From an optimization exercise on the open Yosys and OpenROAD flow, aimed at small area, a short achievable clock period and few clock cycles per item; shortcuts taken in it are not production practice.
Power and IR drop assume default switching activity.

==> inputs of v27 <==
## Complex_Multiplier
module Complex_Multiplier (
	input clk,
	input rst,
	input signed  [7:0] Re_in_1,
	input signed  [7:0] Im_in_1,
	input signed  [7:0] Re_in_2,
	input signed  [7:0] Im_in_2,
	input signed  [1:0] data_valid_in,
	output signed [15:0] Re_out,
	output signed [15:0] Im_out,
	output signed [1:0] data_valid_out
);
==> module cm_bencp, before the edit <==
module cm_bencp (input y1, input y0, input ym, output one, output two, output nz, output ne);
  assign one = y0 ^ ym;
  assign two = (y1 & ~y0 & ~ym) | (~y1 & y0 & ym);
  assign nz = ~(y1 & y0 & ym) & (y1 | y0 | ym);
  assign ne = y1 & ~(y0 & ym);
endmodule
==> module cm_bencm, before the edit <==
module cm_bencm (input y1, input y0, input ym, output one, output two, output nz, output ne);
  assign one = y0 ^ ym;
  assign two = (y1 & ~y0 & ~ym) | (~y1 & y0 & ym);
  assign nz = ~(y1 & y0 & ym) & (y1 | y0 | ym);
  assign ne = ~y1 & (y0 | ym);
endmodule
==> module cm_benc0p, before the edit <==
module cm_benc0p (input y1, input y0, output one, output two, output nz, output ne);
  assign one = y0;
  assign two = y1 & ~y0;
  assign nz = y1 | y0;
  assign ne = y1;
endmodule
==> module cm_benc0m, before the edit <==
module cm_benc0m (input y1, input y0, output one, output two, output nz, output ne);
  assign one = y0;
  assign two = y1 & ~y0;
  assign nz = y1 | y0;
  assign ne = ~y1 & y0;
endmodule
==> module cm_bsel1n, before the edit <==
module cm_bsel1n (input e, input x, input n, output p);
  assign p = ~((e & x) ^ n);
endmodule
clock: 5.0 ns
lec_check: 0
cap_margin: 20
core_margin: 2
core_utilization: 45
cts_buf_list: sky130_fd_sc_hd__clkbuf_4 sky130_fd_sc_hd__clkbuf_8
place_density: 0.75
setup_slack_margin: 1.2
slew_margin: 20
synth_hierarchical: 1
standard.sh (not shown) runs the stock make flow with config.mk's settings and CLKGATE_MAP_FILE= SYNTH_SCRIPT=/design/flow/synth_recipe.tcl, a recipe that flattens the netlist after the stock synthesis.
==> flow/flow/run.sh <==
#!/bin/bash
# The standard ORFS flow (standard.sh) with these changes:
#  - port buffers are sky130_fd_sc_hd__buf_2 cells instead of the default
#    delay buffers;
#  - before floorplanning, combinational cells start at drive strength 1
#    (flow/downsize.tcl); the flow's repair steps upsize where needed;
#  - extra make variables, one per line, from flow/make_args.txt if present.
# Each tool's log stays under orfs/logs/; make's own output goes to run_make.log.
set -euo pipefail
here=$(pwd)
extra=()
if [[ -f flow/make_args.txt ]]; then
  while IFS= read -r line; do
    [[ -n "$line" ]] && extra+=("$line")
  done < flow/make_args.txt
fi
bash standard.sh \
  "BUFFER_PORTS_ARGS=-buffer_cell sky130_fd_sc_hd__buf_2" \
  "PRE_FLOORPLAN_TCL=$here/flow/downsize.tcl" \
  "${extra[@]}" \
  finish > run_make.log 2>&1
==> flow/flow/downsize.tcl <==
# PRE_FLOORPLAN hook: start every combinational cell of the synthesized netlist
# at drive strength 1; the flow's own repair steps upsize cells where timing
# or slew needs it. Flip-flops keep the cell synthesis gave them.
set n_down 0
foreach inst [get_cells *] {
  set ref [get_property $inst ref_name]
  if { [regexp {^(sky130_fd_sc_hd__[a-z0-9]+)_([0-9]+)$} $ref -> base size] } {
    if { $size <= 1 || [string match "*__df*" $base] || [string match "*__conb*" $base] } {
      continue
    }
    set cand [get_lib_cells -quiet */${base}_1]
    if { [llength $cand] > 0 } {
      replace_cell $inst [lindex $cand 0]
      incr n_down
    }
  }
}
puts "downsize.tcl: $n_down cells set to drive strength 1"
==> v2: changes against v27 <==
--- a/flow/design.v
+++ b/flow/design.v
@@ -451,31 +451,4 @@
   assign nz = ~(y1 & y0 & ym) & (y1 | y0 | ym);
 endmodule
-module cm_bencp (input y1, input y0, input ym, output one, output two, output nz, output ne);
-  assign one = y0 ^ ym;
-  assign two = (y1 & ~y0 & ~ym) | (~y1 & y0 & ym);
-  assign nz = ~(y1 & y0 & ym) & (y1 | y0 | ym);
-  assign ne = y1 & ~(y0 & ym);
-endmodule
-module cm_bencm (input y1, input y0, input ym, output one, output two, output nz, output ne);
-  assign one = y0 ^ ym;
-  assign two = (y1 & ~y0 & ~ym) | (~y1 & y0 & ym);
-  assign nz = ~(y1 & y0 & ym) & (y1 | y0 | ym);
-  assign ne = ~y1 & (y0 | ym);
-endmodule
-module cm_benc0p (input y1, input y0, output one, output two, output nz, output ne);
-  assign one = y0;
-  assign two = y1 & ~y0;
-  assign nz = y1 | y0;
-  assign ne = y1;
-endmodule
-module cm_benc0m (input y1, input y0, output one, output two, output nz, output ne);
-  assign one = y0;
-  assign two = y1 & ~y0;
-  assign nz = y1 | y0;
-  assign ne = ~y1 & y0;
-endmodule
-module cm_bsel1n (input e, input x, input n, output p);
-  assign p = ~((e & x) ^ n);
-endmodule
 module cm_benc0 (input y1, input y0, output one, output two, output nz);
   assign one = y0;
==> flow/flow/run.sh (replaced) <==
#!/bin/bash
# The standard ORFS flow (standard.sh) with two changes:
#  - port buffers are sky130_fd_sc_hd__buf_2 cells instead of the default
#    delay buffers;
#  - before floorplanning, combinational cells start at drive strength 1
#    (flow/downsize.tcl); the flow's repair steps upsize where needed.
# Each tool's log stays under orfs/logs/; make's own output goes to run_make.log.
set -euo pipefail
here=$(pwd)
bash standard.sh \
  "BUFFER_PORTS_ARGS=-buffer_cell sky130_fd_sc_hd__buf_2" \
  "PRE_FLOORPLAN_TCL=$here/flow/downsize.tcl" \
  finish > run_make.log 2>&1
Settings changed: CORE_UTILIZATION 45 to 60, PLACE_DENSITY 0.75 to default, SETUP_SLACK_MARGIN 1.2 to 1.1.
==> v3: changes against v27 <==
--- a/flow/flow/run.sh
+++ b/flow/flow/run.sh
@@ -1,5 +1,5 @@
 #!/bin/bash
 # The standard ORFS flow (standard.sh) with these changes:
-#  - port buffers are sky130_fd_sc_hd__buf_2 cells instead of the default
+#  - port buffers are sky130_fd_sc_hd__buf_1 cells instead of the default
 #    delay buffers;
 #  - before floorplanning, combinational cells start at drive strength 1
@@ -16,5 +16,5 @@
 fi
 bash standard.sh \
-  "BUFFER_PORTS_ARGS=-buffer_cell sky130_fd_sc_hd__buf_2" \
+  "BUFFER_PORTS_ARGS=-buffer_cell sky130_fd_sc_hd__buf_1" \
   "PRE_FLOORPLAN_TCL=$here/flow/downsize.tcl" \
   "${extra[@]}" \
Settings changed: CORE_UTILIZATION 45 to 60, PLACE_DENSITY 0.75 to default.
==> comparison <==
Between v2 and v27, the lower utilization is in v27 (gap 16 points). Of v2 and v3, v3 has the higher global-route usage (gap 0.99 points). First-iteration DRC count: v2 > v27 > v3. Power: v27 < v2 < v3. Worst setup slack, lowest first: v2, v3, v27.
==> figures <==
Peak clock frequency supported by timing: v3 268 MHz; v27 270 MHz; v2 264 MHz
Antenna violations before repair: v3 0; v27 1; v2 0
Multi-input logic area: v3 6150 um^2; v27 6130 um^2; v2 6070 um^2
Slack of the critical path: v3 1270 ps; v27 1290 ps; v2 1210 ps
Comb pwr: v3 3.34 mW; v27 3.39 mW; v2 3.41 mW
Min cycle time layout: v3 3730 ps; v27 3710 ps; v2 3790 ps
Initial core utilization: v3 61.0%; v27 45.9%; v2 61.0%
Cts repair resizes: v3 9; v27 6; v2 3
Pin slew with the least headroom to its limit: v3 747 ps; v27 579 ps; v2 591 ps
Outcome: v3 finished clean; v27 finished clean; v2 finished clean
Die Outline Area: v3 13100 um^2; v27 17300 um^2; v2 13100 um^2
Power spent charging and discharging nets: v3 2.14 mW; v27 2.07 mW; v2 2.10 mW
No functional check of the RTL was part of any run of this note.

==> what the ideal ports hide <==
In the flow no input, the clock included, has a driving cell. The finished layouts below were timed again as built, in two steps. Step 1 assumes that a clkbuf_16 drives the clock port and a buf_2 every other input. Step 2 also shifts input and output timing later by t, the mid clock arrival at the registers, as if the neighbouring blocks saw the same clock. Slacks: no drivers / after step 1 / after step 2; pairs: no drivers / after step 1.
run | t (ns) | slack for setup (ns) | clock arrival spread, ns
v27 | 0.386 | 1.292 / 1.277 / 0.891 | 0.007 / 0.007
v2 | 0.389 | 1.207 / 1.211 / 0.822 | 0.009 / 0.009
v3 | 0.399 | 1.273 / 1.271 / 0.872 | 0.009 / 0.008
After both steps every run listed still meets setup and hold.
